This is an optimization exercise on Yosys and OpenROAD, whose aim is small area, a short achievable clock period and few clock cycles, not a production implementation. Function was not checked in any run shown here: the RTL went through the layout flow alone.

==> flow/design.v, too long to show whole: its modules and the start of the top module <==
// module fxp_smul: 12 lines
// module cordic: 4222 lines
module cordic(i_clk, i_rst, i_en, o_vld, o_cosine, o_sine, i_theta);
  // ...
==> flow/run.sh <==
#!/bin/bash
# synth_recipe.tcl (not shown) runs the flow's synth.tcl, then flattens the netlist and writes it again
# the make line also repeats each setting of config.mk as NAME=value (left out here)
make -C /OpenROAD-flow-scripts/flow DESIGN_CONFIG=/design/flow/config.mk WORK_HOME=/design/flow/orfs CLKGATE_MAP_FILE= SYNTH_SCRIPT=/design/flow/synth_recipe.tcl finish
==> flow/config.mk <==
export PLATFORM = sky130hd
export DESIGN_NAME = cordic
export DESIGN_NICKNAME = cordic
export VERILOG_FILES = /design/flow/design.v
export SDC_FILE = /design/flow/constraint.sdc
export NUM_CORES = 4
export LEC_CHECK = 0
export CAP_MARGIN = 20
export CORE_MARGIN = 2
export CORE_UTILIZATION = 40
export SLEW_MARGIN = 20
export SYNTH_MEMORY_MAX_BITS = 16384
==> flow/constraint.sdc <==
create_clock -name core_clock -period 10.0 [get_ports {i_clk}]
set_input_delay 2.0000 -clock core_clock [delete_from_list [all_inputs] [get_ports {i_clk}]]
set_output_delay 2.0000 -clock core_clock [all_outputs]
set_load 0.01 [all_outputs]
==> results.yml, run 1 <==
status:
  status: "timing/DRC/antenna clean"
route:
  initialDrtViolationCount: 2478
layout:
  seqCellArea_sq_um: 27400
  largest_register: "vld"
  n_antenna_cell: 3
  largest_register_ff_count: 30
  clock_area_frac: 0.0617
  layoutNonFillerInstCount: 11300
  largestClassByArea: "multi-input gates"
  post-route-cell-area_sq_um: 89100
sta:
  fmax_ghz: 0.228
logic_synthesis:
  synth_top_family_by_area: "adder cells"
  synth_warnings: 1
  synth_area_leader_cell: "dfxtp_1"
  synthTopCellsByCount: "dfxtp_1 (1,370), ha_1 (1,032), inv_1 (886)"
critical_path:
  arrival_ns: 5.10
  cpMostUsedCell: "o21a_1"
  crit_type: "reg2reg"
min_path:
  min_path_type: "reg2reg"
  holdPathEnd: "n26_q23"
global_routing:
  grt_pass1_vias: 57500
  grt_pass1_wl_um: 283000
  grt_use_met3: 0.0237
clock_tree:
  htreeDepth: 4
  clock_latency_ns: 0.78
placed_design:
  dp_slack_ns: 5.48
die:
  dieArea_sq_um: 203000
==> inputs of run 2 (changes only) <==
--- a/flow/design.v
+++ b/flow/design.v
@@ -29,166 +29,192 @@
     wire sgn0;
     reg signed [18:0] phi0_q1;
     reg sat0_q1;
     reg sgn0_q1;
     wire n0;
     wire ltp0;
     wire ltn0;
     wire n1;
-    wire signed [18:0] pn0;
+    wire signed [18:0] cs0;
+    wire signed [18:0] ca0;
     wire signed [17:0] phi1;
     wire sat1;
     wire sgn1;
     reg signed [17:0] phi1_q2;
     reg sat1_q2;
     reg sgn1_q2;
     wire n2;
     wire ltp1;
     wire ltn1;
     wire n3;
-    wire signed [17:0] pn1;
+    wire signed [17:0] cs1;
+    wire signed [17:0] ca1;
     wire signed [16:0] phi2;
     wire sat2;
     wire sgn2;
     reg signed [16:0] phi2_q3;
     reg sat2_q3;
     reg sgn2_q3;
     wire n4;
     wire ltp2;
     wire ltn2;
     wire n5;
-    wire signed [16:0] pn2;
+    wire signed [16:0] cs2;
+    wire signed [16:0] ca2;
     wire signed [15:0] phi3;
     wire sat3;
     wire sgn3;
     reg signed [15:0] phi3_q4;
     reg sat3_q4;
     reg sgn3_q4;
     wire n6;
     wire ltp3;
     wire ltn3;
     wire n7;
-    wire signed [15:0] pn3;
+    wire signed [15:0] cs3;
+    wire signed [15:0] ca3;
     wire signed [14:0] phi4;
     wire sat4;
     wire sgn4;
     reg signed [14:0] phi4_q5;
     reg sat4_q5;
     reg sgn4_q5;
     wire n8;
     wire ltp4;
     wire ltn4;
     wire n9;
-    wire signed [14:0] pn4;
+    wire signed [14:0] cs4;
+    wire signed [14:0] ca4;
     wire signed [13:0] phi5;
     wire sat5;
     wire sgn5;
     reg signed [13:0] phi5_q6;
+    reg signed [13:0] phi5_q7;
     reg sat5_q6;
+    reg sat5_q7;
     reg sgn5_q6;
+    reg sgn5_q7;
     wire n10;
     wire ltp5;
     wire ltn5;
     wire n11;
-    wire signed [13:0] pn5;
+    wire signed [13:0] cs5;
+    wire signed [13:0] ca5;
     wire signed [12:0] phi6;
     wire sat6;
     wire sgn6;
-    reg signed [12:0] phi6_q7;
-    reg sat6_q7;
-    reg sgn6_q7;
+    reg signed [12:0] phi6_q8;
+    reg signed [12:0] phi6_q9;
+    reg sat6_q8;
+    reg sat6_q9;
+    reg sgn6_q8;
+    reg sgn6_q9;
     wire n12;
     wire ltp6;
     wire ltn6;
     wire n13;
-    wire signed [12:0] pn6;
+    wire signed [12:0] cs6;
+    wire signed [12:0] ca6;
     wire signed [11:0] phi7;
     wire sat7;
     wire sgn7;
-    reg signed [11:0] phi7_q8;
-    reg sat7_q8;
-    reg sgn7_q8;
+    reg signed [11:0] phi7_q10;
+    reg signed [11:0] phi7_q11;
+    reg sat7_q10;
+    reg sat7_q11;
+    reg sgn7_q10;
+    reg sgn7_q11;
     wire n14;
     wire ltp7;
     wire ltn7;
     wire n15;
-    wire signed [11:0] pn7;
+    wire signed [11:0] cs7;
+    wire signed [11:0] ca7;
     wire signed [10:0] phi8;
     wire sat8;
     wire sgn8;
-    reg signed [10:0] phi8_q9;
-    reg sat8_q9;
-    reg sgn8_q9;
+    reg signed [10:0] phi8_q12;
+    reg signed [10:0] phi8_q13;
+    reg sat8_q12;
+    reg sat8_q13;
+    reg sgn8_q12;
+    reg sgn8_q13;
     wire n16;
     wire ltp8;
     wire ltn8;
     wire n17;
-    wire signed [10:0] pn8;
+    wire signed [10:0] cs8;
+    wire signed [10:0] ca8;
     wire signed [9:0] phi9;
     wire sat9;
     wire sgn9;
-    reg signed [9:0] phi9_q10;
-    reg sat9_q10;
-    reg sgn9_q10;
+    reg signed [9:0] phi9_q14;
+    reg sat9_q14;
+    reg sgn9_q14;
     wire n18;
     wire ltp9;
     wire ltn9;
     wire n19;
-    wire signed [9:0] pn9;
+    wire signed [9:0] cs9;
+    wire signed [9:0] ca9;
     wire signed [8:0] phi10;
     wire sat10;
     wire sgn10;
-    reg signed [8:0] phi10_q11;
-    reg sat10_q11;
-    reg sgn10_q11;
+    reg signed [8:0] phi10_q15;
+    reg sat10_q15;
+    reg sgn10_q15;
     wire n20;
     wire ltp10;
     wire ltn10;
     wire n21;
-    wire signed [8:0] pn10;
+    wire signed [8:0] cs10;
+    wire signed [8:0] ca10;
     wire signed [7:0] phi11;
     wire sat11;
     wire sgn11;
-    reg signed [7:0] phi11_q12;
-    reg sat11_q12;
-    reg sgn11_q12;
+    reg signed [7:0] phi11_q16;
+    reg sat11_q16;
+    reg sgn11_q16;
     wire n22;
     wire ltp11;
     wire ltn11;
     wire n23;
-    wire signed [7:0] pn11;
+    wire signed [7:0] cs11;
+    wire signed [7:0] ca11;
     wire signed [6:0] phi12;
     wire sat12;
     wire sgn12;
-    reg signed [6:0] phi12_q13;
-    reg sat12_q13;
-    reg sgn12_q13;
+    reg signed [6:0] phi12_q17;
+    reg sat12_q17;
+    reg sgn12_q17;
     wire n24;
     wire ltp12;
     wire ltn12;
     wire n25;
-    wire signed [6:0] pn12;
+    wire signed [6:0] cs12;
+    wire signed [6:0] ca12;
     wire signed [5:0] phi13;
     wire sat13;
     wire sgn13;
-    reg signed [5:0] phi13_q14;
-    reg sat13_q14;
-    reg sgn13_q14;
+    reg signed [5:0] phi13_q18;
+    reg sat13_q18;
+    reg sgn13_q18;
     wire n26;
     wire ltp13;
     wire ltn13;
     wire n27;
-    wire signed [5:0] pn13;
+    wire signed [5:0] cs13;
+    wire signed [5:0] ca13;
     wire signed [3:0] phi14;
     wire sat14;
     wire sgn14;
-    reg signed [3:0] phi14_q15;
-    reg sat14_q15;
-    reg sgn14_q15;
+    reg signed [3:0] phi14_q19;
+    reg sat14_q19;
+    reg sgn14_q19;
     wire n28;
     wire ltp14;
     wire ltn14;
     wire n29;
     reg n0_q2;
     reg n0_q3;
     reg n0_q4;
     reg n0_q5;
@@ -232,296 +258,236 @@
     wire [18:0] x10_b;
     wire [18:0] x10_s;
     wire signed [18:0] x10;
     wire [18:0] y10_b;
     wire [18:0] y10_s;
     wire signed [18:0] y10;
     reg signed [18:0] x10_q8;
     reg signed [18:0] y10_q8;
-    reg n10_q7;
     reg n10_q8;
     wire signed [18:0] xs10;
     wire signed [18:0] ys10;
     wire [18:0] x11_b;
     wire [18:0] x11_s;
     wire signed [18:0] x11;
     wire [18:0] y11_b;
     wire [18:0] y11_s;
     wire signed [18:0] y11;
     reg signed [18:0] x11_q9;
     reg signed [18:0] y11_q9;
-    reg n11_q7;
     reg n11_q8;
     reg n11_q9;
     wire signed [18:0] xs11;
     wire signed [18:0] ys11;
     wire [18:0] x12_b;
     wire [18:0] x12_s;
     wire signed [18:0] x12;
     wire [18:0] y12_b;
     wire [18:0] y12_s;
     wire signed [18:0] y12;
     reg signed [18:0] x12_q10;
     reg signed [18:0] y12_q10;
-    reg n12_q8;
-    reg n12_q9;
     reg n12_q10;
     wire signed [18:0] xs12;
     wire signed [18:0] ys12;
     wire [18:0] x13_b;
     wire [18:0] x13_s;
     wire signed [18:0] x13;
     wire [18:0] y13_b;
     wire [18:0] y13_s;
     wire signed [18:0] y13;
     reg signed [18:0] x13_q11;
     reg signed [18:0] y13_q11;
-    reg n13_q8;
-    reg n13_q9;
     reg n13_q10;
     reg n13_q11;
     wire signed [18:0] xs13;
     wire signed [18:0] ys13;
     wire [18:0] x14_b;
     wire [18:0] x14_s;
     wire signed [18:0] x14;
     wire [18:0] y14_b;
     wire [18:0] y14_s;
     wire signed [18:0] y14;
     reg signed [18:0] x14_q12;
     reg signed [18:0] y14_q12;
-    reg n14_q9;
-    reg n14_q10;
-    reg n14_q11;
     reg n14_q12;
     wire signed [18:0] xs14;
     wire signed [18:0] ys14;
     wire [18:0] x15_b;
     wire [18:0] x15_s;
     wire signed [18:0] x15;
     wire [18:0] y15_b;
     wire [18:0] y15_s;
     wire signed [18:0] y15;
     reg signed [18:0] x15_q13;
     reg signed [18:0] y15_q13;
-    reg n15_q9;
-    reg n15_q10;
-    reg n15_q11;
     reg n15_q12;
     reg n15_q13;
     wire signed [18:0] xs15;
     wire signed [18:0] ys15;
     wire [18:0] x16_b;
     wire [18:0] x16_s;
     wire signed [18:0] x16;
     wire [18:0] y16_b;
     wire [18:0] y16_s;
     wire signed [18:0] y16;
     reg signed [18:0] x16_q14;
     reg signed [18:0] y16_q14;
-    reg n16_q10;
-    reg n16_q11;
-    reg n16_q12;
-    reg n16_q13;
     reg n16_q14;
     wire signed [18:0] xs16;
     wire signed [18:0] ys16;
     wire [18:0] x17_b;
     wire [18:0] x17_s;
     wire signed [18:0] x17;
     wire [18:0] y17_b;
     wire [18:0] y17_s;
     wire signed [18:0] y17;
     reg signed [18:0] x17_q15;
     reg signed [18:0] y17_q15;
-    reg n17_q10;
-    reg n17_q11;
-    reg n17_q12;
-    reg n17_q13;
     reg n17_q14;
     reg n17_q15;
     wire signed [18:0] xs17;
     wire signed [18:0] ys17;
     wire [18:0] x18_b;
     wire [18:0] x18_s;
     wire signed [18:0] x18;
     wire [18:0] y18_b;
     wire [18:0] y18_s;
     wire signed [18:0] y18;
     reg signed [18:0] x18_q16;
     reg signed [18:0] y18_q16;
-    reg n18_q11;
-    reg n18_q12;
-    reg n18_q13;
-    reg n18_q14;
     reg n18_q15;
     reg n18_q16;
     wire signed [18:0] xs18;
     wire signed [18:0] ys18;
     wire [18:0] x19_b;
     wire [18:0] x19_s;
     wire signed [18:0] x19;
     wire [18:0] y19_b;
     wire [18:0] y19_s;
     wire signed [18:0] y19;
     reg signed [18:0] x19_q17;
     reg signed [18:0] y19_q17;
-    reg n19_q11;
-    reg n19_q12;
-    reg n19_q13;
-    reg n19_q14;
     reg n19_q15;
     reg n19_q16;
     reg n19_q17;
     wire signed [18:0] xs19;
     wire signed [18:0] ys19;
     wire [18:0] x20_b;
     wire [18:0] x20_s;
     wire signed [18:0] x20;
     wire [18:0] y20_b;
     wire [18:0] y20_s;
     wire signed [18:0] y20;
     reg signed [18:0] x20_q18;
     reg signed [18:0] y20_q18;
-    reg n20_q12;
-    reg n20_q13;
-    reg n20_q14;
-    reg n20_q15;
     reg n20_q16;
     reg n20_q17;
     reg n20_q18;
     wire signed [18:0] xs20;
     wire signed [18:0] ys20;
     wire [18:0] x21_b;
     wire [18:0] x21_s;
     wire signed [18:0] x21;
     wire [18:0] y21_b;
     wire [18:0] y21_s;
     wire signed [18:0] y21;
     reg signed [18:0] x21_q19;
     reg signed [18:0] y21_q19;
-    reg n21_q12;
-    reg n21_q13;
-    reg n21_q14;
-    reg n21_q15;
     reg n21_q16;
     reg n21_q17;
     reg n21_q18;
     reg n21_q19;
     wire signed [18:0] xs21;
     wire signed [18:0] ys21;
     wire [18:0] x22_b;
     wire [18:0] x22_s;
     wire signed [18:0] x22;
     wire [18:0] y22_b;
     wire [18:0] y22_s;
     wire signed [18:0] y22;
     reg signed [18:0] x22_q20;
     reg signed [18:0] y22_q20;
-    reg n22_q13;
-    reg n22_q14;
-    reg n22_q15;
-    reg n22_q16;
     reg n22_q17;
     reg n22_q18;
     reg n22_q19;
     reg n22_q20;
     wire signed [18:0] xs22;
     wire signed [18:0] ys22;
     wire [18:0] x23_b;
     wire [18:0] x23_s;
     wire signed [18:0] x23;
     wire [18:0] y23_b;
     wire [18:0] y23_s;
     wire signed [18:0] y23;
     reg signed [18:0] x23_q21;
     reg signed [18:0] y23_q21;
-    reg n23_q13;
-    reg n23_q14;
-    reg n23_q15;
-    reg n23_q16;
     reg n23_q17;
     reg n23_q18;
     reg n23_q19;
     reg n23_q20;
     reg n23_q21;
     wire signed [18:0] xs23;
     wire signed [18:0] ys23;
     wire [18:0] x24_b;
     wire [18:0] x24_s;
     wire signed [18:0] x24;
     wire [18:0] y24_b;
     wire [18:0] y24_s;
     wire signed [18:0] y24;
     reg signed [18:0] x24_q22;
     reg signed [18:0] y24_q22;
-    reg n24_q14;
-    reg n24_q15;
-    reg n24_q16;
-    reg n24_q17;
     reg n24_q18;
     reg n24_q19;
     reg n24_q20;
     reg n24_q21;
     reg n24_q22;
     wire signed [18:0] xs24;
     wire signed [18:0] ys24;
     wire [18:0] x25_b;
     wire [18:0] x25_s;
     wire signed [18:0] x25;
     wire [18:0] y25_b;
     wire [18:0] y25_s;
     wire signed [18:0] y25;
     reg signed [18:0] x25_q23;
     reg signed [18:0] y25_q23;
-    reg n25_q14;
-    reg n25_q15;
-    reg n25_q16;
-    reg n25_q17;
     reg n25_q18;
     reg n25_q19;
     reg n25_q20;
     reg n25_q21;
     reg n25_q22;
     reg n25_q23;
     wire signed [18:0] xs25;
     wire signed [18:0] ys25;
     wire [18:0] x26_b;
     wire [18:0] x26_s;
     wire signed [18:0] x26;
     wire [18:0] y26_b;
     wire [18:0] y26_s;
     wire signed [18:0] y26;
     reg signed [18:0] x26_q24;
     reg signed [18:0] y26_q24;
-    reg n26_q15;
-    reg n26_q16;
-    reg n26_q17;
-    reg n26_q18;
     reg n26_q19;
     reg n26_q20;
     reg n26_q21;
     reg n26_q22;
     reg n26_q23;
     reg n26_q24;
     wire signed [18:0] xs26;
     wire signed [18:0] ys26;
     wire [18:0] x27_b;
     wire [18:0] x27_s;
     wire signed [18:0] x27;
     wire [18:0] y27_b;
     wire [18:0] y27_s;
     wire signed [18:0] y27;
     reg signed [18:0] x27_q25;
     reg signed [18:0] y27_q25;
-    reg n27_q15;
-    reg n27_q16;
-    reg n27_q17;
-    reg n27_q18;
     reg n27_q19;
     reg n27_q20;
     reg n27_q21;
     reg n27_q22;
     reg n27_q23;
     reg n27_q24;
     reg n27_q25;
     wire signed [18:0] xs27;
@@ -529,20 +495,16 @@
     wire [18:0] x28_b;
     wire [18:0] x28_s;
     wire signed [18:0] x28;
     wire [18:0] y28_b;
     wire [18:0] y28_s;
     wire signed [18:0] y28;
     reg signed [18:0] x28_q26;
     reg signed [18:0] y28_q26;
-    reg n28_q16;
-    reg n28_q17;
-    reg n28_q18;
-    reg n28_q19;
     reg n28_q20;
     reg n28_q21;
     reg n28_q22;
     reg n28_q23;
     reg n28_q24;
     reg n28_q25;
     reg n28_q26;
     wire signed [18:0] xs28;
@@ -550,20 +512,16 @@
     wire [18:0] x29_b;
     wire [18:0] x29_s;
     wire signed [18:0] x29;
     wire [18:0] y29_b;
     wire [18:0] y29_s;
     wire signed [18:0] y29;
     reg signed [18:0] x29_q27;
     reg signed [18:0] y29_q27;
-    reg n29_q16;
-    reg n29_q17;
-    reg n29_q18;
-    reg n29_q19;
     reg n29_q20;
     reg n29_q21;
     reg n29_q22;
     reg n29_q23;
     reg n29_q24;
     reg n29_q25;
     reg n29_q26;
     reg n29_q27;
@@ -589,129 +547,143 @@
     reg signed [32:0] qy_q30;
     assign th = i_theta;
     assign phi0 = th[18:0];
     assign sat0 = ~((&th[23:18]) | ~(|th[23:18]));
     assign sgn0 = th[23];
     assign n0 = sat0_q1 ? sgn0_q1 : phi0_q1[18];
     assign ltp0 = phi0_q1 < 19'sd51471;
     assign ltn0 = phi0_q1 < -19'sd51471;
-    assign n1 = sat0_q1 ? sgn0_q1 : (n0 ? ltn0 : ltp0);
-    assign pn0 = (n0 == n1) ? (n0 ? phi0_q1 + 19'sd102942 : phi0_q1 - 19'sd102942) : phi0_q1;
-    assign phi1 = pn0[17:0];
-    assign sat1 = sat0_q1 | ~((&pn0[18:17]) | ~(|pn0[18:17]));
-    assign sgn1 = sat0_q1 ? sgn0_q1 : pn0[18];
+    assign n1 = sat0_q1 ? sgn0_q1 : (phi0_q1[18] ? ltn0 : ltp0);
+    assign cs0 = phi0_q1 - 19'sd102942;
+    assign ca0 = phi0_q1 + 19'sd102942;
+    assign phi1 = ~ltp0 ? cs0[17:0] : ltn0 ? ca0[17:0] : phi0_q1[17:0];
+    assign sat1 = sat0_q1 | (~ltp0 ? ~((&cs0[18:17]) | ~(|cs0[18:17])) : ltn0 ? ~((&ca0[18:17]) | ~(|ca0[18:17])) : 1'b0);
+    assign sgn1 = sat0_q1 ? sgn0_q1 : ~ltp0 ? cs0[18] : ltn0 ? ca0[18] : phi0_q1[18];
     assign n2 = sat1_q2 ? sgn1_q2 : phi1_q2[17];
     assign ltp1 = phi1_q2 < 18'sd30385;
     assign ltn1 = phi1_q2 < -18'sd30385;
-    assign n3 = sat1_q2 ? sgn1_q2 : (n2 ? ltn1 : ltp1);
-    assign pn1 = (n2 == n3) ? (n2 ? phi1_q2 + 18'sd60770 : phi1_q2 - 18'sd60770) : phi1_q2;
-    assign phi2 = pn1[16:0];
-    assign sat2 = sat1_q2 | ~((&pn1[17:16]) | ~(|pn1[17:16]));
-    assign sgn2 = sat1_q2 ? sgn1_q2 : pn1[17];
+    assign n3 = sat1_q2 ? sgn1_q2 : (phi1_q2[17] ? ltn1 : ltp1);
+    assign cs1 = phi1_q2 - 18'sd60770;
+    assign ca1 = phi1_q2 + 18'sd60770;
+    assign phi2 = ~ltp1 ? cs1[16:0] : ltn1 ? ca1[16:0] : phi1_q2[16:0];
+    assign sat2 = sat1_q2 | (~ltp1 ? ~((&cs1[17:16]) | ~(|cs1[17:16])) : ltn1 ? ~((&ca1[17:16]) | ~(|ca1[17:16])) : 1'b0);
+    assign sgn2 = sat1_q2 ? sgn1_q2 : ~ltp1 ? cs1[17] : ltn1 ? ca1[17] : phi1_q2[17];
     assign n4 = sat2_q3 ? sgn2_q3 : phi2_q3[16];
     assign ltp2 = phi2_q3 < 17'sd16054;
     assign ltn2 = phi2_q3 < -17'sd16054;
-    assign n5 = sat2_q3 ? sgn2_q3 : (n4 ? ltn2 : ltp2);
-    assign pn2 = (n4 == n5) ? (n4 ? phi2_q3 + 17'sd32108 : phi2_q3 - 17'sd32108) : phi2_q3;
-    assign phi3 = pn2[15:0];
-    assign sat3 = sat2_q3 | ~((&pn2[16:15]) | ~(|pn2[16:15]));
-    assign sgn3 = sat2_q3 ? sgn2_q3 : pn2[16];
+    assign n5 = sat2_q3 ? sgn2_q3 : (phi2_q3[16] ? ltn2 : ltp2);
+    assign cs2 = phi2_q3 - 17'sd32108;
+    assign ca2 = phi2_q3 + 17'sd32108;
+    assign phi3 = ~ltp2 ? cs2[15:0] : ltn2 ? ca2[15:0] : phi2_q3[15:0];
+    assign sat3 = sat2_q3 | (~ltp2 ? ~((&cs2[16:15]) | ~(|cs2[16:15])) : ltn2 ? ~((&ca2[16:15]) | ~(|ca2[16:15])) : 1'b0);
+    assign sgn3 = sat2_q3 ? sgn2_q3 : ~ltp2 ? cs2[16] : ltn2 ? ca2[16] : phi2_q3[16];
     assign n6 = sat3_q4 ? sgn3_q4 : phi3_q4[15];
     assign ltp3 = phi3_q4 < 16'sd8149;
     assign ltn3 = phi3_q4 < -16'sd8149;
-    assign n7 = sat3_q4 ? sgn3_q4 : (n6 ? ltn3 : ltp3);
-    assign pn3 = (n6 == n7) ? (n6 ? phi3_q4 + 16'sd16298 : phi3_q4 - 16'sd16298) : phi3_q4;
-    assign phi4 = pn3[14:0];
-    assign sat4 = sat3_q4 | ~((&pn3[15:14]) | ~(|pn3[15:14]));
-    assign sgn4 = sat3_q4 ? sgn3_q4 : pn3[15];
+    assign n7 = sat3_q4 ? sgn3_q4 : (phi3_q4[15] ? ltn3 : ltp3);
+    assign cs3 = phi3_q4 - 16'sd16298;
+    assign ca3 = phi3_q4 + 16'sd16298;
+    assign phi4 = ~ltp3 ? cs3[14:0] : ltn3 ? ca3[14:0] : phi3_q4[14:0];
+    assign sat4 = sat3_q4 | (~ltp3 ? ~((&cs3[15:14]) | ~(|cs3[15:14])) : ltn3 ? ~((&ca3[15:14]) | ~(|ca3[15:14])) : 1'b0);
+    assign sgn4 = sat3_q4 ? sgn3_q4 : ~ltp3 ? cs3[15] : ltn3 ? ca3[15] : phi3_q4[15];
     assign n8 = sat4_q5 ? sgn4_q5 : phi4_q5[14];
     assign ltp4 = phi4_q5 < 15'sd4090;
     assign ltn4 = phi4_q5 < -15'sd4090;
-    assign n9 = sat4_q5 ? sgn4_q5 : (n8 ? ltn4 : ltp4);
-    assign pn4 = (n8 == n9) ? (n8 ? phi4_q5 + 15'sd8180 : phi4_q5 - 15'sd8180) : phi4_q5;
-    assign phi5 = pn4[13:0];
-    assign sat5 = sat4_q5 | ~((&pn4[14:13]) | ~(|pn4[14:13]));
-    assign sgn5 = sat4_q5 ? sgn4_q5 : pn4[14];
-    assign n10 = sat5_q6 ? sgn5_q6 : phi5_q6[13];
-    assign ltp5 = phi5_q6 < 14'sd2047;
-    assign ltn5 = phi5_q6 < -14'sd2047;
-    assign n11 = sat5_q6 ? sgn5_q6 : (n10 ? ltn5 : ltp5);
-    assign pn5 = (n10 == n11) ? (n10 ? phi5_q6 + 14'sd4094 : phi5_q6 - 14'sd4094) : phi5_q6;
-    assign phi6 = pn5[12:0];
-    assign sat6 = sat5_q6 | ~((&pn5[13:12]) | ~(|pn5[13:12]));
-    assign sgn6 = sat5_q6 ? sgn5_q6 : pn5[13];
-    assign n12 = sat6_q7 ? sgn6_q7 : phi6_q7[12];
-    assign ltp6 = phi6_q7 < 13'sd1023;
-    assign ltn6 = phi6_q7 < -13'sd1023;
-    assign n13 = sat6_q7 ? sgn6_q7 : (n12 ? ltn6 : ltp6);
-    assign pn6 = (n12 == n13) ? (n12 ? phi6_q7 + 13'sd2046 : phi6_q7 - 13'sd2046) : phi6_q7;
-    assign phi7 = pn6[11:0];
-    assign sat7 = sat6_q7 | ~((&pn6[12:11]) | ~(|pn6[12:11]));
-    assign sgn7 = sat6_q7 ? sgn6_q7 : pn6[12];
-    assign n14 = sat7_q8 ? sgn7_q8 : phi7_q8[11];
-    assign ltp7 = phi7_q8 < 12'sd511;
-    assign ltn7 = phi7_q8 < -12'sd511;
-    assign n15 = sat7_q8 ? sgn7_q8 : (n14 ? ltn7 : ltp7);
-    assign pn7 = (n14 == n15) ? (n14 ? phi7_q8 + 12'sd1022 : phi7_q8 - 12'sd1022) : phi7_q8;
-    assign phi8 = pn7[10:0];
-    assign sat8 = sat7_q8 | ~((&pn7[11:10]) | ~(|pn7[11:10]));
-    assign sgn8 = sat7_q8 ? sgn7_q8 : pn7[11];
-    assign n16 = sat8_q9 ? sgn8_q9 : phi8_q9[10];
-    assign ltp8 = phi8_q9 < 11'sd255;
-    assign ltn8 = phi8_q9 < -11'sd255;
-    assign n17 = sat8_q9 ? sgn8_q9 : (n16 ? ltn8 : ltp8);
-    assign pn8 = (n16 == n17) ? (n16 ? phi8_q9 + 11'sd510 : phi8_q9 - 11'sd510) : phi8_q9;
-    assign phi9 = pn8[9:0];
-    assign sat9 = sat8_q9 | ~((&pn8[10:9]) | ~(|pn8[10:9]));
-    assign sgn9 = sat8_q9 ? sgn8_q9 : pn8[10];
-    assign n18 = sat9_q10 ? sgn9_q10 : phi9_q10[9];
-    assign ltp9 = phi9_q10 < 10'sd127;
-    assign ltn9 = phi9_q10 < -10'sd127;
-    assign n19 = sat9_q10 ? sgn9_q10 : (n18 ? ltn9 : ltp9);
-    assign pn9 = (n18 == n19) ? (n18 ? phi9_q10 + 10'sd254 : phi9_q10 - 10'sd254) : phi9_q10;
-    assign phi10 = pn9[8:0];
-    assign sat10 = sat9_q10 | ~((&pn9[9:8]) | ~(|pn9[9:8]));
-    assign sgn10 = sat9_q10 ? sgn9_q10 : pn9[9];
-    assign n20 = sat10_q11 ? sgn10_q11 : phi10_q11[8];
-    assign ltp10 = phi10_q11 < 9'sd63;
-    assign ltn10 = phi10_q11 < -9'sd63;
-    assign n21 = sat10_q11 ? sgn10_q11 : (n20 ? ltn10 : ltp10);
-    assign pn10 = (n20 == n21) ? (n20 ? phi10_q11 + 9'sd126 : phi10_q11 - 9'sd126) : phi10_q11;
-    assign phi11 = pn10[7:0];
-    assign sat11 = sat10_q11 | ~((&pn10[8:7]) | ~(|pn10[8:7]));
-    assign sgn11 = sat10_q11 ? sgn10_q11 : pn10[8];
-    assign n22 = sat11_q12 ? sgn11_q12 : phi11_q12[7];
-    assign ltp11 = phi11_q12 < 8'sd31;
-    assign ltn11 = phi11_q12 < -8'sd31;
-    assign n23 = sat11_q12 ? sgn11_q12 : (n22 ? ltn11 : ltp11);
-    assign pn11 = (n22 == n23) ? (n22 ? phi11_q12 + 8'sd62 : phi11_q12 - 8'sd62) : phi11_q12;
-    assign phi12 = pn11[6:0];
-    assign sat12 = sat11_q12 | ~((&pn11[7:6]) | ~(|pn11[7:6]));
-    assign sgn12 = sat11_q12 ? sgn11_q12 : pn11[7];
-    assign n24 = sat12_q13 ? sgn12_q13 : phi12_q13[6];
-    assign ltp12 = phi12_q13 < 7'sd16;
-    assign ltn12 = phi12_q13 < -7'sd16;
-    assign n25 = sat12_q13 ? sgn12_q13 : (n24 ? ltn12 : ltp12);
-    assign pn12 = (n24 == n25) ? (n24 ? phi12_q13 + 7'sd32 : phi12_q13 - 7'sd32) : phi12_q13;
-    assign phi13 = pn12[5:0];
-    assign sat13 = sat12_q13 | ~((&pn12[6:5]) | ~(|pn12[6:5]));
-    assign sgn13 = sat12_q13 ? sgn12_q13 : pn12[6];
-    assign n26 = sat13_q14 ? sgn13_q14 : phi13_q14[5];
-    assign ltp13 = phi13_q14 < 6'sd8;
-    assign ltn13 = phi13_q14 < -6'sd8;
-    assign n27 = sat13_q14 ? sgn13_q14 : (n26 ? ltn13 : ltp13);
-    assign pn13 = (n26 == n27) ? (n26 ? phi13_q14 + 6'sd16 : phi13_q14 - 6'sd16) : phi13_q14;
-    assign phi14 = pn13[3:0];
-    assign sat14 = sat13_q14 | ~((&pn13[5:3]) | ~(|pn13[5:3]));
-    assign sgn14 = sat13_q14 ? sgn13_q14 : pn13[5];
-    assign n28 = sat14_q15 ? sgn14_q15 : phi14_q15[3];
-    assign ltp14 = phi14_q15 < 4'sd4;
-    assign ltn14 = phi14_q15 < -4'sd4;
-    assign n29 = sat14_q15 ? sgn14_q15 : (n28 ? ltn14 : ltp14);
+    assign n9 = sat4_q5 ? sgn4_q5 : (phi4_q5[14] ? ltn4 : ltp4);
+    assign cs4 = phi4_q5 - 15'sd8180;
+    assign ca4 = phi4_q5 + 15'sd8180;
+    assign phi5 = ~ltp4 ? cs4[13:0] : ltn4 ? ca4[13:0] : phi4_q5[13:0];
+    assign sat5 = sat4_q5 | (~ltp4 ? ~((&cs4[14:13]) | ~(|cs4[14:13])) : ltn4 ? ~((&ca4[14:13]) | ~(|ca4[14:13])) : 1'b0);
+    assign sgn5 = sat4_q5 ? sgn4_q5 : ~ltp4 ? cs4[14] : ltn4 ? ca4[14] : phi4_q5[14];
+    assign n10 = sat5_q7 ? sgn5_q7 : phi5_q7[13];
+    assign ltp5 = phi5_q7 < 14'sd2047;
+    assign ltn5 = phi5_q7 < -14'sd2047;
+    assign n11 = sat5_q7 ? sgn5_q7 : (phi5_q7[13] ? ltn5 : ltp5);
+    assign cs5 = phi5_q7 - 14'sd4094;
+    assign ca5 = phi5_q7 + 14'sd4094;
+    assign phi6 = ~ltp5 ? cs5[12:0] : ltn5 ? ca5[12:0] : phi5_q7[12:0];
+    assign sat6 = sat5_q7 | (~ltp5 ? ~((&cs5[13:12]) | ~(|cs5[13:12])) : ltn5 ? ~((&ca5[13:12]) | ~(|ca5[13:12])) : 1'b0);
+    assign sgn6 = sat5_q7 ? sgn5_q7 : ~ltp5 ? cs5[13] : ltn5 ? ca5[13] : phi5_q7[13];
+    assign n12 = sat6_q9 ? sgn6_q9 : phi6_q9[12];
+    assign ltp6 = phi6_q9 < 13'sd1023;
+    assign ltn6 = phi6_q9 < -13'sd1023;
+    assign n13 = sat6_q9 ? sgn6_q9 : (phi6_q9[12] ? ltn6 : ltp6);
+    assign cs6 = phi6_q9 - 13'sd2046;
+    assign ca6 = phi6_q9 + 13'sd2046;
+    assign phi7 = ~ltp6 ? cs6[11:0] : ltn6 ? ca6[11:0] : phi6_q9[11:0];
+    assign sat7 = sat6_q9 | (~ltp6 ? ~((&cs6[12:11]) | ~(|cs6[12:11])) : ltn6 ? ~((&ca6[12:11]) | ~(|ca6[12:11])) : 1'b0);
+    assign sgn7 = sat6_q9 ? sgn6_q9 : ~ltp6 ? cs6[12] : ltn6 ? ca6[12] : phi6_q9[12];
+    assign n14 = sat7_q11 ? sgn7_q11 : phi7_q11[11];
+    assign ltp7 = phi7_q11 < 12'sd511;
+    assign ltn7 = phi7_q11 < -12'sd511;
+    assign n15 = sat7_q11 ? sgn7_q11 : (phi7_q11[11] ? ltn7 : ltp7);
+    assign cs7 = phi7_q11 - 12'sd1022;
+    assign ca7 = phi7_q11 + 12'sd1022;
+    assign phi8 = ~ltp7 ? cs7[10:0] : ltn7 ? ca7[10:0] : phi7_q11[10:0];
+    assign sat8 = sat7_q11 | (~ltp7 ? ~((&cs7[11:10]) | ~(|cs7[11:10])) : ltn7 ? ~((&ca7[11:10]) | ~(|ca7[11:10])) : 1'b0);
+    assign sgn8 = sat7_q11 ? sgn7_q11 : ~ltp7 ? cs7[11] : ltn7 ? ca7[11] : phi7_q11[11];
+    assign n16 = sat8_q13 ? sgn8_q13 : phi8_q13[10];
+    assign ltp8 = phi8_q13 < 11'sd255;
+    assign ltn8 = phi8_q13 < -11'sd255;
+    assign n17 = sat8_q13 ? sgn8_q13 : (phi8_q13[10] ? ltn8 : ltp8);
+    assign cs8 = phi8_q13 - 11'sd510;
+    assign ca8 = phi8_q13 + 11'sd510;
+    assign phi9 = ~ltp8 ? cs8[9:0] : ltn8 ? ca8[9:0] : phi8_q13[9:0];
+    assign sat9 = sat8_q13 | (~ltp8 ? ~((&cs8[10:9]) | ~(|cs8[10:9])) : ltn8 ? ~((&ca8[10:9]) | ~(|ca8[10:9])) : 1'b0);
+    assign sgn9 = sat8_q13 ? sgn8_q13 : ~ltp8 ? cs8[10] : ltn8 ? ca8[10] : phi8_q13[10];
+    assign n18 = sat9_q14 ? sgn9_q14 : phi9_q14[9];
+    assign ltp9 = phi9_q14 < 10'sd127;
+    assign ltn9 = phi9_q14 < -10'sd127;
+    assign n19 = sat9_q14 ? sgn9_q14 : (phi9_q14[9] ? ltn9 : ltp9);
+    assign cs9 = phi9_q14 - 10'sd254;
+    assign ca9 = phi9_q14 + 10'sd254;
+    assign phi10 = ~ltp9 ? cs9[8:0] : ltn9 ? ca9[8:0] : phi9_q14[8:0];
+    assign sat10 = sat9_q14 | (~ltp9 ? ~((&cs9[9:8]) | ~(|cs9[9:8])) : ltn9 ? ~((&ca9[9:8]) | ~(|ca9[9:8])) : 1'b0);
+    assign sgn10 = sat9_q14 ? sgn9_q14 : ~ltp9 ? cs9[9] : ltn9 ? ca9[9] : phi9_q14[9];
+    assign n20 = sat10_q15 ? sgn10_q15 : phi10_q15[8];
+    assign ltp10 = phi10_q15 < 9'sd63;
+    assign ltn10 = phi10_q15 < -9'sd63;
+    assign n21 = sat10_q15 ? sgn10_q15 : (phi10_q15[8] ? ltn10 : ltp10);
+    assign cs10 = phi10_q15 - 9'sd126;
+    assign ca10 = phi10_q15 + 9'sd126;
+    assign phi11 = ~ltp10 ? cs10[7:0] : ltn10 ? ca10[7:0] : phi10_q15[7:0];
+    assign sat11 = sat10_q15 | (~ltp10 ? ~((&cs10[8:7]) | ~(|cs10[8:7])) : ltn10 ? ~((&ca10[8:7]) | ~(|ca10[8:7])) : 1'b0);
+    assign sgn11 = sat10_q15 ? sgn10_q15 : ~ltp10 ? cs10[8] : ltn10 ? ca10[8] : phi10_q15[8];
+    assign n22 = sat11_q16 ? sgn11_q16 : phi11_q16[7];
+    assign ltp11 = phi11_q16 < 8'sd31;
+    assign ltn11 = phi11_q16 < -8'sd31;
+    assign n23 = sat11_q16 ? sgn11_q16 : (phi11_q16[7] ? ltn11 : ltp11);
+    assign cs11 = phi11_q16 - 8'sd62;
+    assign ca11 = phi11_q16 + 8'sd62;
+    assign phi12 = ~ltp11 ? cs11[6:0] : ltn11 ? ca11[6:0] : phi11_q16[6:0];
+    assign sat12 = sat11_q16 | (~ltp11 ? ~((&cs11[7:6]) | ~(|cs11[7:6])) : ltn11 ? ~((&ca11[7:6]) | ~(|ca11[7:6])) : 1'b0);
+    assign sgn12 = sat11_q16 ? sgn11_q16 : ~ltp11 ? cs11[7] : ltn11 ? ca11[7] : phi11_q16[7];
+    assign n24 = sat12_q17 ? sgn12_q17 : phi12_q17[6];
+    assign ltp12 = phi12_q17 < 7'sd16;
+    assign ltn12 = phi12_q17 < -7'sd16;
+    assign n25 = sat12_q17 ? sgn12_q17 : (phi12_q17[6] ? ltn12 : ltp12);
+    assign cs12 = phi12_q17 - 7'sd32;
+    assign ca12 = phi12_q17 + 7'sd32;
+    assign phi13 = ~ltp12 ? cs12[5:0] : ltn12 ? ca12[5:0] : phi12_q17[5:0];
+    assign sat13 = sat12_q17 | (~ltp12 ? ~((&cs12[6:5]) | ~(|cs12[6:5])) : ltn12 ? ~((&ca12[6:5]) | ~(|ca12[6:5])) : 1'b0);
+    assign sgn13 = sat12_q17 ? sgn12_q17 : ~ltp12 ? cs12[6] : ltn12 ? ca12[6] : phi12_q17[6];
+    assign n26 = sat13_q18 ? sgn13_q18 : phi13_q18[5];
+    assign ltp13 = phi13_q18 < 6'sd8;
+    assign ltn13 = phi13_q18 < -6'sd8;
+    assign n27 = sat13_q18 ? sgn13_q18 : (phi13_q18[5] ? ltn13 : ltp13);
+    assign cs13 = phi13_q18 - 6'sd16;
+    assign ca13 = phi13_q18 + 6'sd16;
+    assign phi14 = ~ltp13 ? cs13[3:0] : ltn13 ? ca13[3:0] : phi13_q18[3:0];
+    assign sat14 = sat13_q18 | (~ltp13 ? ~((&cs13[5:3]) | ~(|cs13[5:3])) : ltn13 ? ~((&ca13[5:3]) | ~(|ca13[5:3])) : 1'b0);
+    assign sgn14 = sat13_q18 ? sgn13_q18 : ~ltp13 ? cs13[5] : ltn13 ? ca13[5] : phi13_q18[5];
+    assign n28 = sat14_q19 ? sgn14_q19 : phi14_q19[3];
+    assign ltp14 = phi14_q19 < 4'sd4;
+    assign ltn14 = phi14_q19 < -4'sd4;
+    assign n29 = sat14_q19 ? sgn14_q19 : (phi14_q19[3] ? ltn14 : ltp14);
     assign lutidx = {n7_q5,n6_q5,n5_q5,n4_q5,n3_q5,n2_q5,n1_q5,n0_q5};
     always @* begin
         case (lutidx)
             8'd0: begin xl = -19'sd176000; yl = -19'sd16800; end
             8'd1: begin xl = -19'sd16800; yl = 19'sd176000; end
             8'd2: begin xl = -19'sd16800; yl = 19'sd176000; end
             8'd3: begin xl = 19'sd176000; yl = 19'sd16800; end
             8'd4: begin xl = -19'sd119040; yl = 19'sd130720; end
@@ -3979,45 +3951,57 @@
         sgn2_q3 <= sgn2;
         phi3_q4 <= phi3;
         sat3_q4 <= sat3;
         sgn3_q4 <= sgn3;
         phi4_q5 <= phi4;
         sat4_q5 <= sat4;
         sgn4_q5 <= sgn4;
         phi5_q6 <= phi5;
+        phi5_q7 <= phi5_q6;
         sat5_q6 <= sat5;
+        sat5_q7 <= sat5_q6;
         sgn5_q6 <= sgn5;
-        phi6_q7 <= phi6;
-        sat6_q7 <= sat6;
-        sgn6_q7 <= sgn6;
-        phi7_q8 <= phi7;
-        sat7_q8 <= sat7;
-        sgn7_q8 <= sgn7;
-        phi8_q9 <= phi8;
-        sat8_q9 <= sat8;
-        sgn8_q9 <= sgn8;
-        phi9_q10 <= phi9;
-        sat9_q10 <= sat9;
-        sgn9_q10 <= sgn9;
-        phi10_q11 <= phi10;
-        sat10_q11 <= sat10;
-        sgn10_q11 <= sgn10;
-        phi11_q12 <= phi11;
-        sat11_q12 <= sat11;
-        sgn11_q12 <= sgn11;
-        phi12_q13 <= phi12;
-        sat12_q13 <= sat12;
-        sgn12_q13 <= sgn12;
-        phi13_q14 <= phi13;
-        sat13_q14 <= sat13;
-        sgn13_q14 <= sgn13;
-        phi14_q15 <= phi14;
-        sat14_q15 <= sat14;
-        sgn14_q15 <= sgn14;
+        sgn5_q7 <= sgn5_q6;
+        phi6_q8 <= phi6;
+        phi6_q9 <= phi6_q8;
+        sat6_q8 <= sat6;
+        sat6_q9 <= sat6_q8;
+        sgn6_q8 <= sgn6;
+        sgn6_q9 <= sgn6_q8;
+        phi7_q10 <= phi7;
+        phi7_q11 <= phi7_q10;
+        sat7_q10 <= sat7;
+        sat7_q11 <= sat7_q10;
+        sgn7_q10 <= sgn7;
+        sgn7_q11 <= sgn7_q10;
+        phi8_q12 <= phi8;
+        phi8_q13 <= phi8_q12;
+        sat8_q12 <= sat8;
+        sat8_q13 <= sat8_q12;
+        sgn8_q12 <= sgn8;
+        sgn8_q13 <= sgn8_q12;
+        phi9_q14 <= phi9;
+        sat9_q14 <= sat9;
+        sgn9_q14 <= sgn9;
+        phi10_q15 <= phi10;
+        sat10_q15 <= sat10;
+        sgn10_q15 <= sgn10;
+        phi11_q16 <= phi11;
+        sat11_q16 <= sat11;
+        sgn11_q16 <= sgn11;
+        phi12_q17 <= phi12;
+        sat12_q17 <= sat12;
+        sgn12_q17 <= sgn12;
+        phi13_q18 <= phi13;
+        sat13_q18 <= sat13;
+        sgn13_q18 <= sgn13;
+        phi14_q19 <= phi14;
+        sat14_q19 <= sat14;
+        sgn14_q19 <= sgn14;
         n0_q2 <= n0;
         n0_q3 <= n0_q2;
         n0_q4 <= n0_q3;
         n0_q5 <= n0_q4;
         n1_q2 <= n1;
         n1_q3 <= n1_q2;
         n1_q4 <= n1_q3;
         n1_q5 <= n1_q4;
@@ -4037,187 +4021,119 @@
         y8_q6 <= y8;
         n8_q6 <= n8;
         x9_q7 <= x9;
         y9_q7 <= y9;
         n9_q6 <= n9;
         n9_q7 <= n9_q6;
         x10_q8 <= x10;
         y10_q8 <= y10;
-        n10_q7 <= n10;
-        n10_q8 <= n10_q7;
+        n10_q8 <= n10;
         x11_q9 <= x11;
         y11_q9 <= y11;
-        n11_q7 <= n11;
-        n11_q8 <= n11_q7;
+        n11_q8 <= n11;
         n11_q9 <= n11_q8;
         x12_q10 <= x12;
         y12_q10 <= y12;
-        n12_q8 <= n12;
-        n12_q9 <= n12_q8;
-        n12_q10 <= n12_q9;
+        n12_q10 <= n12;
         x13_q11 <= x13;
         y13_q11 <= y13;
-        n13_q8 <= n13;
-        n13_q9 <= n13_q8;
-        n13_q10 <= n13_q9;
+        n13_q10 <= n13;
         n13_q11 <= n13_q10;
         x14_q12 <= x14;
         y14_q12 <= y14;
-        n14_q9 <= n14;
-        n14_q10 <= n14_q9;
-        n14_q11 <= n14_q10;
-        n14_q12 <= n14_q11;
+        n14_q12 <= n14;
         x15_q13 <= x15;
         y15_q13 <= y15;
-        n15_q9 <= n15;
-        n15_q10 <= n15_q9;
-        n15_q11 <= n15_q10;
-        n15_q12 <= n15_q11;
+        n15_q12 <= n15;
         n15_q13 <= n15_q12;
         x16_q14 <= x16;
         y16_q14 <= y16;
-        n16_q10 <= n16;
-        n16_q11 <= n16_q10;
-        n16_q12 <= n16_q11;
-        n16_q13 <= n16_q12;
-        n16_q14 <= n16_q13;
+        n16_q14 <= n16;
         x17_q15 <= x17;
         y17_q15 <= y17;
-        n17_q10 <= n17;
-        n17_q11 <= n17_q10;
-        n17_q12 <= n17_q11;
-        n17_q13 <= n17_q12;
-        n17_q14 <= n17_q13;
+        n17_q14 <= n17;
         n17_q15 <= n17_q14;
         x18_q16 <= x18;
         y18_q16 <= y18;
-        n18_q11 <= n18;
-        n18_q12 <= n18_q11;
-        n18_q13 <= n18_q12;
-        n18_q14 <= n18_q13;
-        n18_q15 <= n18_q14;
+        n18_q15 <= n18;
         n18_q16 <= n18_q15;
         x19_q17 <= x19;
         y19_q17 <= y19;
-        n19_q11 <= n19;
-        n19_q12 <= n19_q11;
-        n19_q13 <= n19_q12;
-        n19_q14 <= n19_q13;
-        n19_q15 <= n19_q14;
+        n19_q15 <= n19;
         n19_q16 <= n19_q15;
         n19_q17 <= n19_q16;
         x20_q18 <= x20;
         y20_q18 <= y20;
-        n20_q12 <= n20;
-        n20_q13 <= n20_q12;
-        n20_q14 <= n20_q13;
-        n20_q15 <= n20_q14;
-        n20_q16 <= n20_q15;
+        n20_q16 <= n20;
         n20_q17 <= n20_q16;
         n20_q18 <= n20_q17;
         x21_q19 <= x21;
         y21_q19 <= y21;
-        n21_q12 <= n21;
-        n21_q13 <= n21_q12;
-        n21_q14 <= n21_q13;
-        n21_q15 <= n21_q14;
-        n21_q16 <= n21_q15;
+        n21_q16 <= n21;
         n21_q17 <= n21_q16;
         n21_q18 <= n21_q17;
         n21_q19 <= n21_q18;
         x22_q20 <= x22;
         y22_q20 <= y22;
-        n22_q13 <= n22;
-        n22_q14 <= n22_q13;
-        n22_q15 <= n22_q14;
-        n22_q16 <= n22_q15;
-        n22_q17 <= n22_q16;
+        n22_q17 <= n22;
         n22_q18 <= n22_q17;
         n22_q19 <= n22_q18;
         n22_q20 <= n22_q19;
         x23_q21 <= x23;
         y23_q21 <= y23;
-        n23_q13 <= n23;
-        n23_q14 <= n23_q13;
-        n23_q15 <= n23_q14;
-        n23_q16 <= n23_q15;
-        n23_q17 <= n23_q16;
+        n23_q17 <= n23;
         n23_q18 <= n23_q17;
         n23_q19 <= n23_q18;
         n23_q20 <= n23_q19;
         n23_q21 <= n23_q20;
         x24_q22 <= x24;
         y24_q22 <= y24;
-        n24_q14 <= n24;
-        n24_q15 <= n24_q14;
-        n24_q16 <= n24_q15;
-        n24_q17 <= n24_q16;
-        n24_q18 <= n24_q17;
+        n24_q18 <= n24;
         n24_q19 <= n24_q18;
         n24_q20 <= n24_q19;
         n24_q21 <= n24_q20;
         n24_q22 <= n24_q21;
         x25_q23 <= x25;
         y25_q23 <= y25;
-        n25_q14 <= n25;
-        n25_q15 <= n25_q14;
-        n25_q16 <= n25_q15;
-        n25_q17 <= n25_q16;
-        n25_q18 <= n25_q17;
+        n25_q18 <= n25;
         n25_q19 <= n25_q18;
         n25_q20 <= n25_q19;
         n25_q21 <= n25_q20;
         n25_q22 <= n25_q21;
         n25_q23 <= n25_q22;
         x26_q24 <= x26;
         y26_q24 <= y26;
-        n26_q15 <= n26;
-        n26_q16 <= n26_q15;
-        n26_q17 <= n26_q16;
-        n26_q18 <= n26_q17;
-        n26_q19 <= n26_q18;
+        n26_q19 <= n26;
         n26_q20 <= n26_q19;
         n26_q21 <= n26_q20;
         n26_q22 <= n26_q21;
         n26_q23 <= n26_q22;
         n26_q24 <= n26_q23;
         x27_q25 <= x27;
         y27_q25 <= y27;
-        n27_q15 <= n27;
-        n27_q16 <= n27_q15;
-        n27_q17 <= n27_q16;
-        n27_q18 <= n27_q17;
-        n27_q19 <= n27_q18;
+        n27_q19 <= n27;
         n27_q20 <= n27_q19;
         n27_q21 <= n27_q20;
         n27_q22 <= n27_q21;
         n27_q23 <= n27_q22;
         n27_q24 <= n27_q23;
         n27_q25 <= n27_q24;
         x28_q26 <= x28;
         y28_q26 <= y28;
-        n28_q16 <= n28;
-        n28_q17 <= n28_q16;
-        n28_q18 <= n28_q17;
-        n28_q19 <= n28_q18;
-        n28_q20 <= n28_q19;
+        n28_q20 <= n28;
         n28_q21 <= n28_q20;
         n28_q22 <= n28_q21;
         n28_q23 <= n28_q22;
         n28_q24 <= n28_q23;
         n28_q25 <= n28_q24;
         n28_q26 <= n28_q25;
         x29_q27 <= x29;
         y29_q27 <= y29;
-        n29_q16 <= n29;
-        n29_q17 <= n29_q16;
-        n29_q18 <= n29_q17;
-        n29_q19 <= n29_q18;
-        n29_q20 <= n29_q19;
+        n29_q20 <= n29;
         n29_q21 <= n29_q20;
         n29_q22 <= n29_q21;
         n29_q23 <= n29_q22;
         n29_q24 <= n29_q23;
         n29_q25 <= n29_q24;
         n29_q26 <= n29_q25;
         n29_q27 <= n29_q26;
         x30_q28 <= x30;
==> flow/flow/run.sh (new file) <==
#!/bin/bash
# The standard layout (standard.sh), with timing repair aiming for extra setup slack.
set -euo pipefail
export SETUP_SLACK_MARGIN=6.6
bash standard.sh > standard.log 2>&1
==> flow/standard.sh (new file) <==
#!/bin/bash
# synth_recipe.tcl (not shown) runs the flow's synth.tcl, then flattens the netlist and writes it again
# the make line also repeats each setting of config.mk as NAME=value (left out here)
make -C /OpenROAD-flow-scripts/flow DESIGN_CONFIG=/design/flow/config.mk WORK_HOME=/design/flow/orfs CLKGATE_MAP_FILE= SYNTH_SCRIPT=/design/flow/synth_recipe.tcl "${@:-finish}"
==> flow/config.mk (replaced) <==
export PLATFORM = sky130hd
export DESIGN_NAME = cordic
export DESIGN_NICKNAME = cordic
export VERILOG_FILES = /design/flow/design.v
export SDC_FILE = /design/flow/constraint.sdc
export NUM_CORES = 4
export LEC_CHECK = 0
export CAP_MARGIN = 20
export CORE_MARGIN = 2
export CORE_UTILIZATION = 40
export CTS_BUF_LIST = sky130_fd_sc_hd__clkbuf_8
export CTS_CLUSTER_SIZE = 25
export SLEW_MARGIN = 20
export SYNTH_MEMORY_MAX_BITS = 16384
removed: flow/run.sh
==> results.yml, run 2 <==
status:
  status: "timing/DRC/antenna clean"
layout:
  post-route-cell-area_sq_um: 90700
  final_common_cell: "dfxtp_1"
  syn2layout_area_growth_pct: 13.2
  reg_top3: "vld: 30 flops, tx_q29: 20 flops, ty_q29: 20 flops"
  largest_register_ff_count: 30
  layoutNonFillerInstCount: 11600
  fin_util: 0.455
  largest_register: "vld"
  layout-drive-gt1-share: 0.0982
  finish.net_count: 9983
  mostFrequentLayoutCells: "dfxtp_1 (1,304), ha_1 (932), inv_1 (922), xnor2_1 (742), a21oi_1 (495)"
route:
  routed.top_layer: "met4"
  drc: 0
  routedWlPerCell_um: 15.1
  wl_met1_um: 82600
  drt_wl_total_um: 176000
  initialDrtViolationCount: 2858
  route.met2.wl_um: 83200
  vias: 58300
  dr_wl_met3_um: 6070
  dr.pass1.iters: 8
  via_per_inst: 5.01
  final_antenna_net_count: 0
logic_synthesis:
  syn-num-nets: 9759
  synth_area_leader_cell: "dfxtp_1"
  synth_area_per_cell_sq_um: 9.37
  synthCells: 8555
  synthTopCellsByArea: "dfxtp_1 (34%), ha_1 (15%), xnor2_1 (8.2%), fa_1 (5.8%), xor2_1 (5.3%)"
  ys_seq_area_frac: 0.340
  synth_top_area_frac: 0.340
  synth_edf_count: 0
  syn_area_sq_um: 80100
  async_reset_ff_frac: 0
  synth_top_flop_cell: "dfxtp_1"
  synth_warnings: 1
  synth.most_common_cell: "dfxtp_1"
  yosysUniqueCellTypes: 91
  synthTopCellsByCount: "dfxtp_1 (1,360), ha_1 (945), inv_1 (870)"
  ys_ff_latch: 1360
critical_path:
  start_kind: "flop"
  rr_startpoint: "tx_q29[2]"
  reg2reg_slack_ns: 6.46
  endpoint_kind: "flop"
  crit_path_max_fanout: 5
  worst_ep_required_time_ns: 10.85
  arrival_ns: 4.39
  r2r_cells: 12
  r2r-end: "qx_q30[31]"
  crit_type: "reg2reg"
flow_run:
  max_cap_violations: 0
sta:
  fin_skew_ns: 0.0448
  maxSlewHeadroom: 0.300
  fmax_ghz: 0.282
  whs_ns: 0.306
  period_needed_ns: 3.55
  setup_viol: 0
  worst_pin_slew_ns: 1.05
  rsz0062_at_grt: "true"
  setup_tns_ns: 0
  drv_slew: 0
  setup_ws_ns: 6.46
  post-route-period-util: 0.355
  final-hold-violation-count: 0
clock_tree:
  clock_latency_ns: 0.95
  cts_buffers: 231
  clock_sinks: 1360
  tritoncts: "yes"
  clockBufferDepth: 3
  htreeDepth: 4
  clkTransAtPathRegs_ns: 0.07
  cts_hold_buf: 0
  cts-root-buf: "clkbuf_8"
min_path:
  min_from: "phi7_q10[0]"
  holdPathEnd: "phi7_q11[0]"
  min_path_type: "reg2reg"
  holdPathStages: 0
die:
  die_h_um: 452
  core_sq_um: 199000
  std_cell_rows: 164
  dieArea_sq_um: 204000
  die_x_um: 452
  initial_core_util: 0.402
  io-pin-count: 76
global_routing:
  grt_pass1_vias: 58800
  grtUsageTotal: 0.171
  grt_pass1_wl_um: 293000
  grt_max_degree: 86
  globalRoute.totalOverflow: 0
  antenna_found_initial: 3
placed_design:
  dpl_cell_area_sq_um: 83800
  dp_slack_ns: 5.72
  port_buffers: 75
  placedCellCount: 11100
  dp_hpwl_um: 135000
  gp_congestion: 0.868
## run 2: cell count changes after synthesis, moves of 59 or more
cell | before | now
and3_1 | 62 | 135
clkbuf_1 | 78 | 151
nand2_1 | 353 | 430
ha_1 | 1032 | 945
a21o_1 | 108 | 281
xor2_1 | 422 | 487
nor2_1 | 563 | 482
a31o_2 | 2 | 68
nor2b_1 | 169 | 78
nor3_1 | 226 | 167
o21ai_1 | 69 | 6
o21a_1 | 174 | 72
## run 2: cell families (layout without fill, tap and decap cells)
logic type               count (synthesis)  in the layout  share of synthesized area
AO/OA/AOI/OAI                         1865           1865                      0.153
AND/OR/NAND/NOR                       1780           1780                      0.108
flip-flops                            1360           1360                      0.340
XOR/XNOR                              1239           1239                      0.135
adder cells (fa/ha/maj)               1177           1177                      0.206
buffers and inverters                 1082           1505                     0.0517
multiplexers                            52             52                    0.00717
other                                    0              4                          0
## run 2: critical path, stage by stage, from the launching register on
cell and delay, ns:
dfxtp_2 0.35, fa_1 0.56, fa_1 0.46, ha_4 0.28, a21oi_4 0.19, o211ai_1 0.12
buf_4 0.16, nor4b_2 0.35, o21ai_2 0.12, a311oi_2 0.30, o21ai_0 0.15, a31o_2 0.26
xor2_1 0.14
## run 2: per-layer routing
| layer | up-vias | track usage |
|---|---|---|
| met4 | 0 | 0.0511 |
| met2 | 883 | 0.292 |
| li1 | 29800 | - |
| met1 | 27300 | 0.223 |
| met3 | 305 | 0.0248 |
| met5 | - | 0 |
## run 2: area by class of cell
cell class              count  area [sq um]
well taps                2656          3320
inverters                 873          3280
diodes                      4          10.0
repair buffers            200          1710
flip-flops and latches   1360         27300
clock inverters           141          1310
clock buffers             291          4010
multi-input cells        6113         49800
fillers                 19100        109000
## run 2: worst max path at each step
stage	from	end	cells past startpoint
4_1_cts	qx_q30[32]	o_cosine[21]	1
6_report	tx_q29[2]	qx_q30[31]	12
3_3_place_gp	n19_q17	y20_q18[15]	11
2_1_floorplan	n19_q17	y20_q18[15]	12
5_1_grt	tx_q29[17]	qx_q30[31]	13
3_5_place_dp	n19_q17	y20_q18[15]	11
## run 2: timing repair
action	in CTS	in global routing
gates cloned	0	0
setup endpoints to repair	194	146
buffers inserted	21	70
gates resized for setup	344	135
pin swaps	28	42
==> inputs of run 3 (changes only) <==
--- a/flow/config.mk
+++ b/flow/config.mk
@@ -9,5 +9,6 @@
 export CORE_MARGIN = 2
 export CORE_UTILIZATION = 40
-export CTS_BUF_LIST = sky130_fd_sc_hd__clkbuf_8
+export CTS_BUF_LIST = sky130_fd_sc_hd__clkbuf_16
+export CTS_CLUSTER_DIAMETER = 100
 export CTS_CLUSTER_SIZE = 25
 export SLEW_MARGIN = 20
==> results.yml, run 3 <==
status:
  status: "timing/DRC/antenna clean"
sta:
  worst_pin_slew_ns: 1.03
  fin_skew_ns: 0.0357
  drv_slew: 0
  setup_tns_ns: 0
  fmax_ghz: 0.279
  setup_viol: 0
  maxSlewHeadroom: 0.312
  rsz0062_at_grt: "true"
  period_needed_ns: 3.58
  final-hold-violation-count: 0
  setup_ws_ns: 6.42
  post-route-period-util: 0.358
critical_path:
  crit_path_max_fanout: 5
  endpoint_kind: "flop"
  worst_ep_required_time_ns: 10.61
  r2r-end: "qx_q30[31]"
  reg2reg_slack_ns: 6.42
  rr_startpoint: "tx_q29[4]"
  crit_type: "reg2reg"
  r2r_cells: 14
  slowest_stage: "fa_1"
  arrival_ns: 4.19
  start_kind: "flop"
  crit_path_max_incr_delay_ns: 0.53
  crit_chain: "fa_1 -> inv_1 -> fa_1 -> inv_1 -> ha_4 -> nand2_1 -> o211ai_1 -> buf_4 -> o311ai_2 -> o21ai_2 -> a311oi_2 -> or4_1 -> a31o_2 -> xor2_1"
logic_synthesis:
  synth_top_family_by_area: "adder cells"
  syn-num-nets: 9759
  yosysUniqueCellTypes: 91
  muxShareOfSynthArea: 0.00717
  ys_ff_latch: 1360
  synthTopCellsByCount: "dfxtp_1 (1,360), ha_1 (945), inv_1 (870)"
  synth_area_leader_cell: "dfxtp_1"
  synth.most_common_cell: "dfxtp_1"
  synthTopCellsByArea: "dfxtp_1 (34%), ha_1 (15%), xnor2_1 (8.2%), fa_1 (5.8%), xor2_1 (5.3%)"
  synth_top_flop_cell: "dfxtp_1"
  synth_xor_area_frac: 0.135
  synth_area_per_cell_sq_um: 9.37
  ys_seq_area_frac: 0.340
  synth-compound-area-share: 0.153
  synth_warnings: 1
  yosys.area_share.simple: 0.108
  synth_edf_count: 0
  synth_fa_ha_area_frac: 0.206
  synth_top_area_frac: 0.340
  syn_area_sq_um: 80100
  async_reset_ff_frac: 0
  synthCells: 8555
layout:
  post-route-cell-area_sq_um: 87600
  largest_register_ff_count: 30
  largest_register: "vld"
  layout-drive-gt1-share: 0.0646
  mostFrequentLayoutCells: "dfxtp_1 (1,318), ha_1 (933), inv_1 (868), xnor2_1 (742), a21oi_1 (494)"
  syn2layout_area_growth_pct: 9.38
  finish.net_count: 9825
  final_common_cell: "dfxtp_1"
  reg_top3: "vld: 30 flops, tx_q29: 20 flops, ty_q29: 20 flops"
route:
  initialDrtViolationCount: 2931
  via_per_inst: 5.06
  drt_wl_total_um: 172000
  dr.pass1.iters: 6
  routedWlPerCell_um: 15.2
  vias: 57300
  drc: 0
  final_antenna_net_count: 0
clock_tree:
  cts-root-buf: "clkbuf_16"
  clkTransAtPathRegs_ns: 0.09
  clock_latency_ns: 0.74
  htreeDepth: 3
  clockBufferDepth: 3
  cts_buffers: 73
  clock_sinks: 1360
  tritoncts: "yes"
flow_run:
  max_cap_violations: 0
die:
  initial_core_util: 0.402
  io-pin-count: 76
  die_x_um: 452
  die_h_um: 452
  core_sq_um: 199000
  dieArea_sq_um: 204000
  std_cell_rows: 164
min_path:
  holdPathEnd: "n29_q26"
  holdPathStages: 0
  min_from: "n29_q25"
  min_path_type: "reg2reg"
placed_design:
  port_buffers: 75
  dpl_cell_area_sq_um: 83800
  dp_slack_ns: 5.72
  gp_congestion: 0.868
  dp_hpwl_um: 135000
global_routing:
  grt_pass1_vias: 57400
  grt_max_degree: 86
  grtUsageTotal: 0.167
  grt_pass1_wl_um: 287000
  globalRoute.totalOverflow: 0
  antenna_found_initial: 2
==> run 3: worst max-delay path, delay by kind of cell (launching register included) <==
family          cells  cell delay [ns]
flops               1             0.36
xor+xnor            1             0.14
buf+inv             3             0.27
compound gates      5             0.90
fa+ha+maj           3             1.32
simple gates        2             0.47
==> run 3: worst max-delay path by stage <==
stage                         start          end  depth (start not counted)
after floorplan             n19_q17  y20_q18[15]                         12
after global placement      n19_q17  y20_q18[15]                         11
after detailed placement    n19_q17  y20_q18[15]                         11
after CTS                 tx_q29[4]   qx_q30[31]                         13
after global routing      tx_q29[9]   qx_q30[31]                         13
final                     tx_q29[4]   qx_q30[31]                         14
==> run 3: per-stage QoR <==
step | utilization | hold slack [ns] | std cells
finish | 0.439 | 0.313 | 11300
global route | 0.439 | 0.312 | 11300
CTS | 0.435 | 0.316 | 11200
detailed placement | 0.420 | 0.312 | 11100
global placement | 0.420 | 0.310 | 11100
floorplan | - | 0.310 | 8555
==> run 3: area by class of cell <==
class	instances	area (sq um)
Fill cell	19200	112000
Timing Repair Buffer	199	1710
Clock inverter	36	420
Antenna cell	2	5.00
Inverter	873	3280
Clock buffer	74	1850
Multi-Input combinational cell	6114	49700
Sequential cell	1360	27300
Tap cell	2656	3320
==> run 3: cell families (layout without fill, tap and decap cells) <==
kind of cell,after synthesis,after routing
buffers and inverters,1082,1182
xor gates and xnor gates,1239,1240
muxes,52,52
DFF,1360,1360
AOI/OAI and AO/OA,1865,1865
adders and majority gates,1177,1177
and+or+nand+nor,1780,1780
other,0,2
==> run 3: layer usage <==
metal / track usage / vias to the layer above / part of all wire / routed length (um)
met2: 0.290 / 719 / 0.48 / 82100
met4: 0.0415 / 0 / 0.020 / 3410
met5: 0 / - / 0 / 0
met3: 0.0153 / 202 / 0.028 / 4830
met1: 0.223 / 27000 / 0.48 / 82100
li1: - / 29400 / - / -
==> run 3: timing repair <==
| action | CTS | global route |
|---|---|---|
| gates cloned | 0 | 1 |
| buffers inserted | 22 | 68 |
| pin swaps | 26 | 26 |
| gates resized for setup | 216 | 109 |
| endpoints found under the setup margin | 193 | 98 |
| hold buffers | 0 | 0 |

[separate check: timing with driven ports]
How much do the figures lean on ideal ports? The routed layouts below were timed once more, with nothing changed but the port constraints. Step 1 assumes that a clkbuf_16 drives the clock port and a buf_2 every other input. Step 2 times the ports against the registers' clock, not the clock port: input delays grow and output delays shrink by t, the midpoint of the rising clock arrivals with the driver on. Slacks: no drivers / after step 1 / after step 2; pairs: no drivers / after step 1.
| run | t, ns | slack for setup (ns) | latest minus earliest clock arrival (ns) |
|---|---|---|---|
| run 1 | 0.857 | 5.618 / 5.618 / 5.618 | 0.035 / 0.035 |
| run 2 | 1.019 | 6.455 / 6.444 / 6.455 | 0.059 / 0.059 |
| run 3 | 0.800 | 6.422 / 6.422 / 6.422 | 0.055 / 0.056 |
After both steps every run listed still meets setup and hold.
